Source: an optimization exercise on an open RTL-to-GDS flow (aim: a short achievable clock period and few clock cycles). Production flows keep margins and buffers that such runs may drop.
The RTL was checked by simulation tests, not by an equivalence proof against the original design.
Power figures rest on the tool's default switching activity, not on a simulated workload.

==> design/flow/design.v <==
`timescale 1ns / 1ps
module adder(
	a,b,
	o
	);
	input [31:0] a;
	input [31:0] b;
	output [31:0] o;
	assign o=a+b;
endmodule
`timescale 1ns / 1ps
module ALU(
	a,b,
	aluop,
	o,z);
	input [31:0] a,b;
	input [2:0]aluop;
	output [31:0] o;
	output z;
	reg [31:0] o;
	wire [31:0] diff;
	assign diff = a-b;
	assign z = ~|o;
	always@(*)begin
		case(aluop)
			3'd0:o<=a+b;
			3'd1:o<=a-b;
			3'd2:o<=a&b;
			3'd3:o<=a|b;
			3'd4:o<=a^b;
			3'd5:o<=~(a|b);
			3'd6:begin
				o<={31'd0,diff[31]};
			end
			3'd7:o<={b,16'h0};
			default:o<=0;
		endcase
	end
endmodule
`timescale 1ns / 1ps
module functoaluop(
	func,opcode,
	aluop
	);
	input [5:0] func;
	input [5:0] opcode;
	output [2:0] aluop;
	reg [2:0] aluop;
	always@(func or opcode)begin
		case (opcode)
			6'b000000:begin
				case(func)
					6'b100000:aluop<=3'd0;
					6'b100010:aluop<=3'd1;
					6'b100100:aluop<=3'd2;
					6'b100101:aluop<=3'd3;
					6'b100110:aluop<=3'd4;
					6'b100111:aluop<=3'd5;
					6'b101010:aluop<=3'd6;
					default:aluop<=3'd0;
				endcase
			end
			6'b001000:aluop<=3'd0;
			6'b001100:aluop<=3'd2;
			6'b001111:aluop<=3'd7;
			6'b001101:aluop<=3'd3;
			6'b001010:aluop<=3'd6;
			6'b000100:aluop<=3'd1;
			6'b010101:aluop<=3'd1;
			default:aluop<=3'd0;
		endcase
	end
endmodule
`timescale 1ns / 1ps
module InstDecode(
	inst,
	CommandString
	);
	input [31:0] inst;
	output [9:0]CommandString;
	reg[1:0] PCSource;
	reg WriteEnable;
	reg ALUSrcB;
	reg WriteAddr;
	reg MemWrite;
	reg WriteData;
	wire [2:0] ALUControl;
	assign CommandString={PCSource,WriteEnable,
		ALUSrcB,WriteAddr,
		MemWrite,WriteData,
		ALUControl};
	functoaluop falop(
		.func(inst[5:0]),
		.opcode(inst[31:26]),
		.aluop(ALUControl)
		);
	always@(*)begin
		case(inst[31:26])
			6'd0:begin 
				PCSource<=2'd0;
				WriteEnable<=1'b1;
				if(inst[5:0]==5'd0)WriteEnable<=1'b0;
				ALUSrcB<=1'b0;
				WriteAddr<=1'b1;
				MemWrite<=1'b0;
				WriteData<=1'b0;
			end
			6'b001000:begin 
				PCSource <=2'd0;
				WriteEnable<=1'b1;
				ALUSrcB<=1'b1;
				WriteAddr<=1'b0;
				MemWrite<=1'b0;
				WriteData<=1'b0;
			end
			6'b001100:begin 
				PCSource <=2'd0;
				WriteEnable<=1'b1;
				ALUSrcB<=1'b1;
				WriteAddr<=1'b0;
				MemWrite<=1'b0;
				WriteData<=1'b0;
			end
			6'b001111:begin 
				PCSource <=2'd0;
				WriteEnable<=1'b1;
				ALUSrcB<=1'b1;
				WriteAddr<=1'b0;
				MemWrite<=1'b0;
				WriteData<=1'b0;
			end
			6'b001101:begin 
				PCSource <=2'd0;
				WriteEnable<=1'b1;
				ALUSrcB<=1'b1;
				WriteAddr<=1'b0;
				MemWrite<=1'b0;
				WriteData<=1'b0;
			end
			6'b001010:begin 
				PCSource <=2'd0;
				WriteEnable<=1'b1;
				ALUSrcB<=1'b1;
				WriteAddr<=1'b0;
				MemWrite<=1'b0;
				WriteData<=1'b0;
			end
			6'b000100:begin 
				PCSource<=2'd1;
				WriteEnable<=1'b0;
				ALUSrcB<=1'b0;
				WriteAddr<=1'b0;
				MemWrite<=1'b0;
				WriteData<=1'b0;
			end
			6'b010101:begin 
				PCSource<=2'd3;
				WriteEnable<=1'b0;
				ALUSrcB<=1'b0;
				WriteAddr<=1'b0;
				MemWrite<=1'b0;
				WriteData<=1'b0;
			end
			6'b100011:begin 
				PCSource<=2'd0;
				WriteEnable<=1'b1;
				ALUSrcB<=1'b1;
				WriteAddr<=1'b0;
				MemWrite<=1'b0;
				WriteData<=1'b1;
			end
			6'b101011:begin 
				PCSource<=2'd0;
				WriteEnable<=1'b0;
				ALUSrcB<=1'b1;
				WriteAddr<=1'b0;
				MemWrite<=1'b1;
				WriteData<=1'b0;
			end
			6'b000010:begin 
				PCSource<=2'd2;
				WriteEnable<=1'b0;
				ALUSrcB<=1'b0;
				WriteAddr<=1'b0;
				MemWrite<=1'b0;
				WriteData<=1'b0;
			end
			default:begin
				PCSource<=2'd0;
				WriteEnable<=1'b0;
				ALUSrcB<=1'b0;
				WriteAddr<=1'b0;
				MemWrite<=1'b0;
				WriteData<=1'b0;
			end
		endcase
	end
endmodule
`timescale 1ns / 1ps
module mux(
	in0,in1,in2,in3,
	select,
	muxout
	);
	input [31:0] in1;
	input [31:0] in2;
	input [31:0] in3;
	input [31:0] in0;
	input [1:0] select;
	output [31:0] muxout;
	assign muxout = (select == 2'd0 )? in0 : (select == 2'd1)? in1 : (select == 2'd2)? in2 : in3;
endmodule
`timescale 1ns / 1ps
module register(
	clk,nrst,
	in,latch,
	out);
	input clk;
	input nrst;
	input [31:0] in;
	input latch;
	output [31:0] out;
	reg [31:0] out;
	always@(posedge clk or negedge nrst)begin
		if(!nrst)out<= 32'd0;
		else if (!latch)out<=out;
		else out<=in;
	end
endmodule
`timescale 1ns / 1ps
module regfile(
	clk,nrst,
	RegWrite,
	rreg1, rreg2,
	wra, wrd,
	rd1, rd2
	);
	input clk;
	input nrst;
	input RegWrite;
	input [4:0] rreg1;
	input [4:0] rreg2;
	input [4:0] wra;
	input [31:0] wrd;
	output [31:0] rd1;
	output [31:0] rd2;
	reg [31:0] rd1;
	reg [31:0] rd2;
	reg [31:0] r [31:0];
	integer i;
	always@(*)begin
		rd1<=r[rreg1];
		rd2<=r[rreg2];
	end
	always@(posedge clk or negedge nrst)begin
		if(!nrst)
			for (i=0;i<32;i=i+1)begin
				r[i] <=32'd0;			
			end
		else begin
			if(RegWrite&&(|wra))r[wra]<=wrd;
		end
	end
endmodule
`timescale 1ns / 1ps
module processor(
	CLK,NRST,INST,DATA_IN,
	INST_ADDR,DATA_ADDR,DATA_OUT,DATA_WRITE
	);
	input CLK;
	input NRST;
	input [31:0] INST;
	input [31:0] DATA_IN;
	output [31:0] INST_ADDR;
	output [31:0] DATA_ADDR;
	output [31:0] DATA_OUT;
	output DATA_WRITE;
	reg [31:0] pc;          
	reg [31:0] pc_n;        
	reg        d_valid;
	reg [31:0] d_inst;
	reg [31:0] d_pc4;
	reg        d_pt;        
	reg [31:1] d_rs_oh;     
	reg [31:1] d_rt_oh;
	reg        d_use_rs;    
	reg        d_use_rt;
	reg        e_mrs, e_mrt;
	reg        d_fix;       
	reg        d_j;
	reg        e_fix;
	reg [31:0] e_next;
	reg        e_pt;
	reg        d_br;        
	reg [31:0] e_a, e_b;    
	reg [31:0] e_s;         
	reg        e_fs;
	reg [4:0]  e_rd;        
	reg        e_load, e_store, e_br, e_inv;
	reg [5:0]  e_op;        
	reg        e_slt;
	reg [31:0] e_alt;
	reg [31:0] m_res;       
	reg [31:0] m_addr;      
	reg [31:0] m_sdata;
	reg [4:0]  m_rd;
	reg [31:1] m_we;        
	reg        m_load;
	reg        m_store;
	reg [31:0] rf [1:31];
	wire [31:0] fpc = ~pc_n;
	assign INST_ADDR = pc;
	wire [29:0] pc4_w = fpc[31:2] + 30'd1;
	wire [31:0] pc4 = {pc4_w, 2'b00};
	wire [9:0] f_seq = fpc[11:2] + 10'd1;
	wire f_seq_x = &fpc[11:2];
	wire f_j_x = &fpc[27:2];
	wire [31:1] f_rs_oh, f_rt_oh;
	genvar gr;
	generate
		for (gr = 1; gr < 32; gr = gr + 1) begin : g_oh
			assign f_rs_oh[gr] = (INST[25:21] == gr);
			assign f_rt_oh[gr] = (INST[20:16] == gr);
		end
	endgenerate
	wire [5:0] f_op = INST[31:26];
	wire f_j   = (f_op == 6'b000010);
	wire f_beq = (f_op == 6'b000100);
	wire f_bne = (f_op == 6'b010101);
	wire f_same = (INST[25:21] == INST[20:16]);
	wire f_brany = f_beq | f_bne;
	reg [1:0] bht [0:63];
	reg       bhv [0:63];
	reg bp_ok, bp_v, bp_t;
	wire [5:0] f_idx = fpc[7:2];
	wire [5:0] f_idx_n = fpc[7:2] + 6'd1;
	wire [1:0] bn_c = bht[f_idx_n];
	wire f_dyn = (bp_ok & bp_v) ? bp_t : (INST[15] | f_bne);
	reg [5:0] d_idx, e_idx, m_idx;
	reg m_upd, m_tk, e_zr, e_ztk;
	wire f_short = (INST[15:9] == {7{INST[9]}});
	wire f_pt = f_brany & f_short & (f_same ? f_beq : f_dyn);
	wire f_alur  = (f_op == 6'b000000) & (INST[5:0] != 6'b000000);
	wire f_immrs = (f_op == 6'b001000) | (f_op == 6'b001100) | (f_op == 6'b001101) |
	               (f_op == 6'b001010) | (f_op == 6'b100011) | (f_op == 6'b101011);
	wire f_brres = f_brany & (~f_same | ~f_short);    
	wire f_use_rs = f_alur | f_immrs | f_brres;
	wire f_use_rt = f_alur | (f_op == 6'b101011) | f_brres;
	wire [9:0] f_tlo;
	wire f_tc;
	assign {f_tc, f_tlo} = {1'b0, fpc[11:2]} + {1'b0, INST[9:0]} + 11'd1;
	wire f_tgt_x = f_tc ^ INST[9];
	wire [31:0] f_tgt = {fpc[31:12], f_tlo, 2'b00};
	wire [31:0] f_jt = {fpc[31:28], INST[25:0], 2'b00};
	wire [5:0] d_opc = d_inst[31:26];
	wire [5:0] d_fn  = d_inst[5:0];
	wire [4:0] d_rs  = d_inst[25:21];
	wire [4:0] d_rt  = d_inst[20:16];
	wire [4:0] d_rdf = d_inst[15:11];
	wire [31:0] d_se = {{16{d_inst[15]}}, d_inst[15:0]};
	wire d_rtype = (d_opc == 6'b000000);
	wire d_nop   = d_rtype & (d_fn == 6'b000000);
	wire d_addi  = (d_opc == 6'b001000);
	wire d_andi  = (d_opc == 6'b001100);
	wire d_ori   = (d_opc == 6'b001101);
	wire d_slti  = (d_opc == 6'b001010);
	wire d_lui   = (d_opc == 6'b001111);
	wire d_bne   = (d_opc == 6'b010101);
	wire d_lw    = (d_opc == 6'b100011);
	wire d_sw    = (d_opc == 6'b101011);
	wire d_alur  = d_rtype & ~d_nop;
	wire d_imm   = d_addi | d_andi | d_ori | d_slti | d_lui | d_lw | d_sw;
	wire [4:0] d_dst = d_alur ? d_rdf :
	                   (d_addi | d_andi | d_ori | d_slti | d_lui | d_lw) ? d_rt : 5'd0;
	wire r_sub = d_alur & (d_fn == 6'b100010);
	wire r_and = d_alur & (d_fn == 6'b100100);
	wire r_or  = d_alur & (d_fn == 6'b100101);
	wire r_xor = d_alur & (d_fn == 6'b100110);
	wire r_nor = d_alur & (d_fn == 6'b100111);
	wire r_slt = d_alur & (d_fn == 6'b101010);
	wire [5:0] d_aluop;
	assign d_aluop[1] = r_sub;
	assign d_aluop[2] = r_and | d_andi;
	assign d_aluop[3] = r_or | d_ori | d_lui;
	assign d_aluop[4] = r_xor;
	assign d_aluop[5] = r_nor;
	assign d_aluop[0] = ~(r_sub | r_and | d_andi | r_or | d_ori | d_lui | r_xor | r_nor | r_slt | d_slti);
	wire d_slt = r_slt | d_slti;
	wire [31:0] wb_data = m_load ? DATA_IN : m_res;
	reg [31:0] rf_rs, rf_rt;
	integer ri;
	always @(*) begin
		rf_rs = 32'd0;
		rf_rt = 32'd0;
		for (ri = 1; ri < 32; ri = ri + 1) begin
			rf_rs = rf_rs | ({32{d_rs_oh[ri]}} & rf[ri]);
			rf_rt = rf_rt | ({32{d_rt_oh[ri]}} & rf[ri]);
		end
	end
	wire [31:0] d_rsv = (m_rd != 5'd0 && m_rd == d_rs) ? wb_data : rf_rs;
	wire [31:0] d_rtv = (m_rd != 5'd0 && m_rd == d_rt) ? wb_data : rf_rt;
	wire e_wr = (e_rd != 5'd0);
	wire fwd_a = e_mrs & d_use_rs;
	wire fwd_b = e_mrt & ~d_imm;
	wire fwd_s = e_mrt;
	wire stall = d_valid & e_load & e_wr &
	             ((d_use_rs & (d_rs == e_rd)) | (d_use_rt & (d_rt == e_rd)));
	wire [29:0] d_tgt_w = d_pc4[31:2] + d_se[29:0];
	wire [31:0] d_tgt = {d_tgt_w, 2'b00};
	wire [31:0] sum, diff;
	assign sum = e_a + e_b;
	assign diff = e_a - e_b;
	wire [31:0] and_ab = e_a & e_b;
	wire [31:0] or_ab  = e_a | e_b;
	wire [31:0] xor_ab = e_a ^ e_b;
	wire [31:0] a_d = d_use_rs ? d_rsv : 32'd0;
	wire [31:0] b_d = d_imm ? (d_lui ? {d_inst[15:0], 16'd0} : d_se) : d_rtv;
	wire [31:0] a_next = ({32{fwd_a & e_op[0]}} & sum)
	                   | ({32{fwd_a & e_op[1]}} & diff)
	                   | ({32{fwd_a & e_op[2]}} & and_ab)
	                   | ({32{fwd_a & e_op[3]}} & or_ab)
	                   | ({32{fwd_a & e_op[4]}} & xor_ab)
	                   | ({32{fwd_a & e_op[5]}} & ~or_ab)
	                   | {31'd0, fwd_a & e_slt & diff[31]}
	                   | ({32{~fwd_a}} & a_d);
	wire [31:0] b_next = ({32{fwd_b & e_op[0]}} & sum)
	                   | ({32{fwd_b & e_op[1]}} & diff)
	                   | ({32{fwd_b & e_op[2]}} & and_ab)
	                   | ({32{fwd_b & e_op[3]}} & or_ab)
	                   | ({32{fwd_b & e_op[4]}} & xor_ab)
	                   | ({32{fwd_b & e_op[5]}} & ~or_ab)
	                   | {31'd0, fwd_b & e_slt & diff[31]}
	                   | ({32{~fwd_b}} & b_d);
	wire [31:0] alu = ({32{e_op[0]}} & sum)
	                | ({32{e_op[1]}} & diff)
	                | ({32{e_op[2]}} & (e_a & e_b))
	                | ({32{e_op[3]}} & (e_a | e_b))
	                | ({32{e_op[4]}} & (e_a ^ e_b))
	                | ({32{e_op[5]}} & ~(e_a | e_b))
	                | {31'd0, e_slt & diff[31]};
	wire eq = (e_a == e_b);
	wire mis_e = e_br & (eq ^ e_inv);
	wire mispred = mis_e | e_fix;
	wire [31:0] redirect = mis_e ? e_alt : e_next;
	wire br_fa = e_mrs;
	wire br_fwd = e_mrs | e_mrt;
	wire br_r0 = br_fa ? (d_rt == 5'd0) : (d_rs == 5'd0);
	wire [31:0] z_t = e_a ^ e_b;
	wire [31:0] z_o = e_a | e_b;
	wire z_sum = ~|(z_t ^ {z_o[30:0], 1'b0});
	wire z_val = z_sum;
	wire d_zres = d_valid & d_br & d_pt & br_fwd & br_r0 & ~e_load & e_op[0];
	wire d_ztk = z_val ^ d_bne;                  
	wire d_mis = d_zres & ~stall & ~mispred & ~d_ztk;
	wire any_mis = mispred | d_mis;
	wire [31:0] redirect_all = mispred ? redirect : d_pc4;
	assign DATA_ADDR = m_addr;
	assign DATA_OUT = m_sdata;
	assign DATA_WRITE = m_store;
	wire e_bubble = mispred | stall | ~d_valid;
	wire s_hold = stall;
	wire s_jmp  = ~stall & f_j;
	wire s_tgt  = ~stall & ~f_j & f_pt;
	wire s_seq  = ~stall & ~f_j & ~f_pt;
	wire [31:0] npc_f = ({32{s_hold}} & fpc)
	                  | ({32{s_jmp}} & f_jt)
	                  | ({32{s_tgt}} & f_tgt)
	                  | ({32{s_seq}} & {fpc[31:12], f_seq, 2'b00});
	wire [31:0] npc = any_mis ? redirect_all : npc_f;
	wire f_fix = (s_jmp & f_j_x) | (s_tgt & f_tgt_x) | (s_seq & f_seq_x);
	always @(posedge CLK or negedge NRST) begin
		if (!NRST) begin
			pc <= 32'd0;
			pc_n <= 32'hffffffff;
			d_valid <= 1'b0; d_use_rs <= 1'b0; d_use_rt <= 1'b0; e_mrs <= 1'b0; e_mrt <= 1'b0; d_pt <= 1'b0; d_br <= 1'b0; d_fix <= 1'b0; d_j <= 1'b0; e_fix <= 1'b0;
			e_fs <= 1'b0; m_we <= 31'd0;
			e_rd <= 5'd0; e_load <= 1'b0; e_store <= 1'b0; e_br <= 1'b0; e_inv <= 1'b0;
			e_op <= 6'd0; e_slt <= 1'b0;
			m_rd <= 5'd0; m_load <= 1'b0; m_store <= 1'b0;
		end else begin
			pc <= npc;
			e_mrs <= ~e_bubble & (d_dst != 5'd0) & (d_dst == INST[25:21]);
			e_mrt <= ~e_bubble & (d_dst != 5'd0) & (d_dst == INST[20:16]);
			pc_n <= ~npc;
			if (any_mis) d_valid <= 1'b0;
			else if (!stall) d_valid <= 1'b1;
			if (!stall) begin
				d_pt <= f_pt;
				d_br <= f_brres;
				d_use_rs <= f_use_rs;
				d_use_rt <= f_use_rt;
				d_fix <= f_fix;
				d_j <= f_j;
			end
			e_fs <= fwd_s;
			e_op <= d_aluop;
			e_slt <= d_slt;
			e_inv <= d_bne ^ d_pt;
			if (e_bubble) begin
				e_rd <= 5'd0; e_load <= 1'b0; e_store <= 1'b0; e_br <= 1'b0; e_fix <= 1'b0;
			end else begin
				e_rd <= d_dst; e_load <= d_lw; e_store <= d_sw; e_br <= d_br & ~d_zres; e_fix <= d_fix & ~d_mis;
			end
			m_we <= e_we;
			m_rd <= e_rd;
			m_load <= e_load;
			m_store <= e_store;
		end
	end
	always @(posedge CLK) begin
		if (!stall) begin
			d_inst <= INST;
			d_rs_oh <= f_rs_oh;
			d_rt_oh <= f_rt_oh;
			d_pc4 <= pc4;
			d_idx <= f_idx;
		end
		e_a <= a_next;
		e_b <= b_next;
		e_s <= d_rtv;
		e_alt <= d_pt ? d_pc4 : d_tgt;
		e_next <= d_j ? {d_pc4[31:28], d_inst[25:0], 2'b00} : d_pt ? d_tgt : d_pc4;
		e_idx <= d_idx;
		m_res <= alu;
		m_addr <= alu;
		m_sdata <= e_fs ? m_res : e_s;
		m_idx <= e_idx;
	end
	integer j;
	always @(posedge CLK or negedge NRST) begin
		if (!NRST) begin
			for (j = 0; j < 64; j = j + 1) begin bht[j] <= 2'd0; bhv[j] <= 1'b0; end
			bp_ok <= 1'b0; bp_v <= 1'b0; bp_t <= 1'b0;
			m_upd <= 1'b0; m_tk <= 1'b0; e_pt <= 1'b0; e_zr <= 1'b0; e_ztk <= 1'b0;
		end else begin
			if (!stall) begin
				bp_ok <= s_seq & ~any_mis;
				bp_v <= bhv[f_idx_n];
				bp_t <= bn_c[1];
			end
			e_pt <= d_pt;
			m_upd <= e_br | e_zr;
			m_tk <= e_zr ? e_ztk : (eq ^ e_inv ^ e_pt);
			e_zr <= d_zres & ~e_bubble;
			e_ztk <= d_ztk;
			for (j = 0; j < 64; j = j + 1) begin
				if (m_upd && m_idx == j) begin
					bhv[j] <= 1'b1;
					if (!bhv[j]) bht[j] <= m_tk ? 2'd2 : 2'd1;
					else if (m_tk && bht[j] != 2'd3) bht[j] <= bht[j] + 2'd1;
					else if (!m_tk && bht[j] != 2'd0) bht[j] <= bht[j] - 2'd1;
				end
			end
		end
	end
	wire [31:1] e_we;
	genvar gw;
	generate
		for (gw = 1; gw < 32; gw = gw + 1) begin : g_we
			assign e_we[gw] = (e_rd == gw);
		end
	endgenerate
	integer i;
	always @(posedge CLK or negedge NRST) begin
		if (!NRST) begin
			for (i = 1; i < 32; i = i + 1) rf[i] <= 32'd0;
		end else begin
			for (i = 1; i < 32; i = i + 1) if (m_we[i]) rf[i] <= wb_data;
		end
	end
endmodule
==> design/flow/run.sh <==
#!/bin/bash
# synth_recipe.tcl (not shown) runs the flow's synth.tcl, then flattens the netlist and writes it again
# the make line also repeats each setting of config.mk as NAME=value (left out here)
make -C /OpenROAD-flow-scripts/flow DESIGN_CONFIG=/design/flow/config.mk WORK_HOME=/design/flow/orfs CLKGATE_MAP_FILE= SYNTH_SCRIPT=/design/flow/synth_recipe.tcl finish
==> design/flow/config.mk <==
export PLATFORM = sky130hd
export DESIGN_NAME = processor
export DESIGN_NICKNAME = processor
export VERILOG_FILES = /design/flow/design.v
export SDC_FILE = /design/flow/constraint.sdc
export NUM_CORES = 4
export LEC_CHECK = 0
export CAP_MARGIN = 20
export CORE_MARGIN = 2
export CORE_UTILIZATION = 40
export SETUP_SLACK_MARGIN = 5
export SLEW_MARGIN = 20
export TNS_END_PERCENT = 100
==> design/flow/constraint.sdc <==
create_clock -name core_clock -period 8.0 [get_ports {CLK}]
set_input_delay 1.6000 -clock core_clock [delete_from_list [all_inputs] [get_ports {CLK}]]
set_output_delay 1.6000 -clock core_clock [all_outputs]
set_load 0.01 [all_outputs]
==> results.toml <==
[clock_network]
clock_latency_ns = 0.87
clk_path_buf_depth = 3
clk_pin_slew_worst_paths_ns = 0.06
cts_tree = "built"
htreeDepth = 4
tritoncts.num_buffers = 182
cts.sinks = 1683
root_buffer = "clkbuf_16"
postCtsHoldBufs = 0

[critical_path]
crit_path_start_kind = "flop"
path_cells = "inv_2 -> ha_4 -> a21oi_1 -> o221ai_2 -> a2111oi_4 -> nand4_1 -> xnor2_2 -> or3_4 -> buf_12 -> nand2_8 -> buf_12 -> mux2_4"
cpLargestDelayFamily = "simple AND/OR/NAND/NOR gates"
worstPathMaxFanout = 5
critical_path_class = "flop to flop"
worst_path_most_repeated_cell = "buf_12"
end_kind = "flop"
crit_path_top_delay_cell = "or3_4"
critPathArrivalTime_ns = 4.15
max_stage_delay_ns = 0.50
cp_num_buf_inv = 3
required_ns = 8.78

[route]
avgViaCountPerCell = 6.921
drtAntennaViolNets = 0
wl_um = 411300
routedWlPerCell_um = 33.97
first_pass_iters = 13
first_iter_violations = 15530
vias = 83790
drc = 0

[cells_and_area]
layout-drive-gt1-share_pct = 18.91
regArea_sq_um = 41950
stdcell_area_sq_um = 100800
multi_input_area_sq_um = 42030
nNetsFinal = 9354
syn_to_final_growth_pct = 20.70
fillers = 18930

[sta]
fmax_mhz = 296.5
drv_slew = 0
tightest_slew_ns = 1.358
setup_ws_ns = 4.628
grt_setup_unrepaired = "true"
finalSetupViolCount = 0
setup_tns_ns = 0
period_needed_ns = 3.372
relSlewSlack_pct = 9.500
hold_violations = 0
finalCritPeriodShare_pct = 42.16
fin_skew_ns = 0.07812

[floorplanning]
dieWidth_um = 461
ios = 163
die_y_um = 461
core_area_sq_um = 207300
die-area_sq_um = 212500
rows = 167
floorplan.initialDensity_pct = 40.30

[synthesis]
synth-edff-count = 130
synth-async-reset-ratio_pct = 78.49
synth_cell_type_count = 101
ys.flop_type = "dfrtp_1"
syn_area_sq_um = 83540
syn_nets = 9205
synth-seq-cells = 1683
yosys_warnings = 4
ys_seq_area_share_pct = 49.85
avgSynthCellArea_sq_um = 9.286
syn_inst = 8996

[pwr]
power_density_nw_per_um2 = 287.7
p_leak_nw = 38.39
peakVddDrop_mv = 0.2685
p_total_w = 0.02901

[placement]
gp_congestion = 0.9943
dp_hpwl_um = 241700
post-place-ws_ns = 3.281
placed_area_sq_um = 88790
io_buffers = 162

[grt]
antenna_found_initial = 21
grt-ovfl-total = 0
grt_usage_pct = 37.27
grt_util_met3_pct = 14.86
grt_pass1_vias = 77770
grt_pass1_wl_um = 571700
use_met1_pct = 46.84
met2_usage_pct = 52.40
top_usage_layer = "met2"
grt_max_degree = 170

[min_path]
hold_path_class = "flop to flop"

[run]
maxCapViolations = 0

[outcome]
outcome = "timing/DRC/antenna clean"
-- cell usage in the layout, fill, tap and decap left out, types with 38 or more instances in the layout --
cell type,instances
a21oi_2,41
mux2i_1,110
nand2b_1,39
nand2_1,393
clkdlybuf4s50_1,39
edfxtp_1,130
nor2b_1,44
dfrtp_1,1254
buf_4,410
clkbuf_16,187
a22oi_1,330
dfxtp_2,40
nor3_1,163
nand4_1,162
o22ai_1,81
ha_1,83
clkinv_2,38
a221oi_1,320
nor2_1,1366
a222oi_1,65
nand3_1,116
o21ai_0,213
inv_1,189
ha_4,43
xnor2_1,59
a21oi_1,1432
buf_2,73
a22o_1,302
dfxtp_1,163
buf_6,82
clkbuf_8,40
xor2_1,54
or2_2,67
mux2_2,82
-- path summary, 6_finish.rpt --
check	from	endpoint	slack (ns)	depth (start not counted)
max	e_a[0]	pc_n[2]	4.63	12
min	e_idx[0]	m_idx[0]	0.32	0
max reg2reg	e_a[0]	pc_n[2]	4.63	12
min reg2reg	e_idx[0]	m_idx[0]	0.32	0
max in group asynchronous	NRST	rf[31][9]	5.50	3
min in group asynchronous	NRST	rf[25][22]	0.68	1
-- layer usage --
layer / part of all wire [%] / vias up
met5: 0.043 / -
met4: 8.8 / 12
met3: 15 / 2174
met2: 40 / 7429
met1: 35 / 40740
li1: - / 33430
-- per-stage QoR --
step / cells / hold slack [ns] / utilization [%]
floorplan: 8996 / 0.3096 / -
global placement: 11450 / 0.3104 / 42.79
detailed placement: 11450 / 0.3121 / 42.83
CTS: 12000 / 0.3255 / 47.60
global route: 12090 / 0.3341 / 48.62
finish: 12110 / 0.3233 / 48.65
-- area by class of cell --
cell class              instances  area share, %
repair buffers                682          6.024
diodes                         21        0.05212
well taps                    2788          3.459
flip-flops and latches       1683          41.60
multi-input cells            6357          41.68
repair inverters                8         0.1266
clock buffers                 260          5.300
clock inverters                77         0.8463
inverters                     231         0.9170
-- where the power goes --
part	leakage [nW]	switching, W	internal [W]	total [W]
sequential	16.7	0.00128	0.00996	0.0112
combinational	18.6	0.00543	0.00346	0.00889
clock	3.05	0.00385	0.00503	0.00888
total	38.4	0.0106	0.0184	0.0290
-- sequential cells by signal, summed over array words and instances, names as in the netlist, 30 cells and up --
signal,flops
m_addr,32
m_we,31
d_rt_oh,31
bht,128
m_sdata,32
e_s,32
d_rs_oh,31
pc,32
d_pc4,30
e_a,32
bhv,64
e_next,30
d_inst,32
rf,992
pc_n,32
e_alt,30
e_b,32
-- cell usage after synthesis, types with 15 or more instances --
| cell | number | area [sq um] |
|---|---|---|
| mux2_1 | 17 | 191.4 |
| and3_1 | 24 | 150.1 |
| a211oi_1 | 39 | 292.8 |
| dfxtp_1 | 232 | 4644 |
| or3_1 | 24 | 150.1 |
| a22o_1 | 302 | 2645 |
| or2_2 | 75 | 469.2 |
| inv_1 | 227 | 852.1 |
| o211ai_1 | 22 | 165.2 |
| ha_1 | 139 | 1739 |
| a21oi_1 | 1482 | 7417 |
| edfxtp_1 | 130 | 3904 |
| buf_1 | 84 | 315.3 |
| o21bai_1 | 15 | 112.6 |
| xor2_1 | 67 | 586.8 |
| and2_1 | 19 | 118.9 |
| xnor2_1 | 63 | 551.8 |
| o21ai_0 | 255 | 1276 |
| buf_2 | 25 | 125.1 |
| a221oi_1 | 336 | 2943 |
| nand4_1 | 162 | 1013 |
| a222oi_1 | 65 | 650.6 |
| nor2b_1 | 48 | 300.3 |
| a21o_1 | 24 | 180.2 |
| mux2_2 | 91 | 1025 |
| a31oi_1 | 23 | 143.9 |
| dfrtp_1 | 1289 | 32260 |
| a22oi_1 | 331 | 2485 |
| o21a_1 | 20 | 150.1 |
| mux2i_1 | 149 | 1491 |
| nor4_1 | 33 | 206.5 |
| nand2b_1 | 44 | 275.3 |
| clkbuf_1 | 617 | 2316 |
| o22ai_1 | 88 | 550.5 |
| nand3b_1 | 18 | 135.1 |
| a2111oi_0 | 15 | 131.4 |
| nand2_1 | 400 | 1501 |
| dfstp_2 | 32 | 840.8 |
| nand3_1 | 125 | 625.6 |
| nor2_1 | 1380 | 5180 |
| nor3_1 | 214 | 1071 |
| a221o_1 | 26 | 260.3 |
-- timing repair --
action | in CTS | in global routing
resized for setup | 1002 | 292
pin swaps | 120 | 114
gates cloned | 20 | 2
buffers inserted | 191 | 85
endpoints found under the setup margin | 329 | 211
-- logic make-up after synthesis --
kind of cell,Yosys count,synth area share (%)
buffers and inverters,965,4.439
multiplexers,258,3.259
flip-flops,1683,49.85
AND/OR/NAND/NOR,2621,14.01
XOR/XNOR,130,1.363
adder cells (fa/ha/maj),143,2.178
AO/OA/AOI/OAI,3196,24.90
Testbench counts, summed over its fixed seeds: cycles 37,135.

==> port drivers added, routing unchanged <==
How much do the figures lean on ideal ports? The routed layout below was timed once more, with nothing changed but the port constraints. Step 1 (the two cells are an assumption about what drives the block):
set clk [get_ports {CLK}]
set_driving_cell -lib_cell sky130_fd_sc_hd__clkbuf_16 $clk
set_driving_cell -lib_cell sky130_fd_sc_hd__buf_2 [delete_from_list [all_inputs] $clk]
Step 2 adds t to the input delays and takes it off the output delays; t is the mean of the earliest and latest rising clock arrival at the registers after step 1. Input paths then give back, and output paths get back, about the clock's delay inside the block. Slacks: no drivers / after step 1 / after step 2; pairs: no drivers / after step 1.
t (ns): 0.916
setup WS [ns]: 4.628 / 4.628 / 3.870
latest minus earliest clock arrival (ns): 0.080 / 0.080
After both steps setup and hold are still met in this run. For this run, drivers alone change the setup slack by 0.000 ns; drivers and shift together by -0.758 ns.
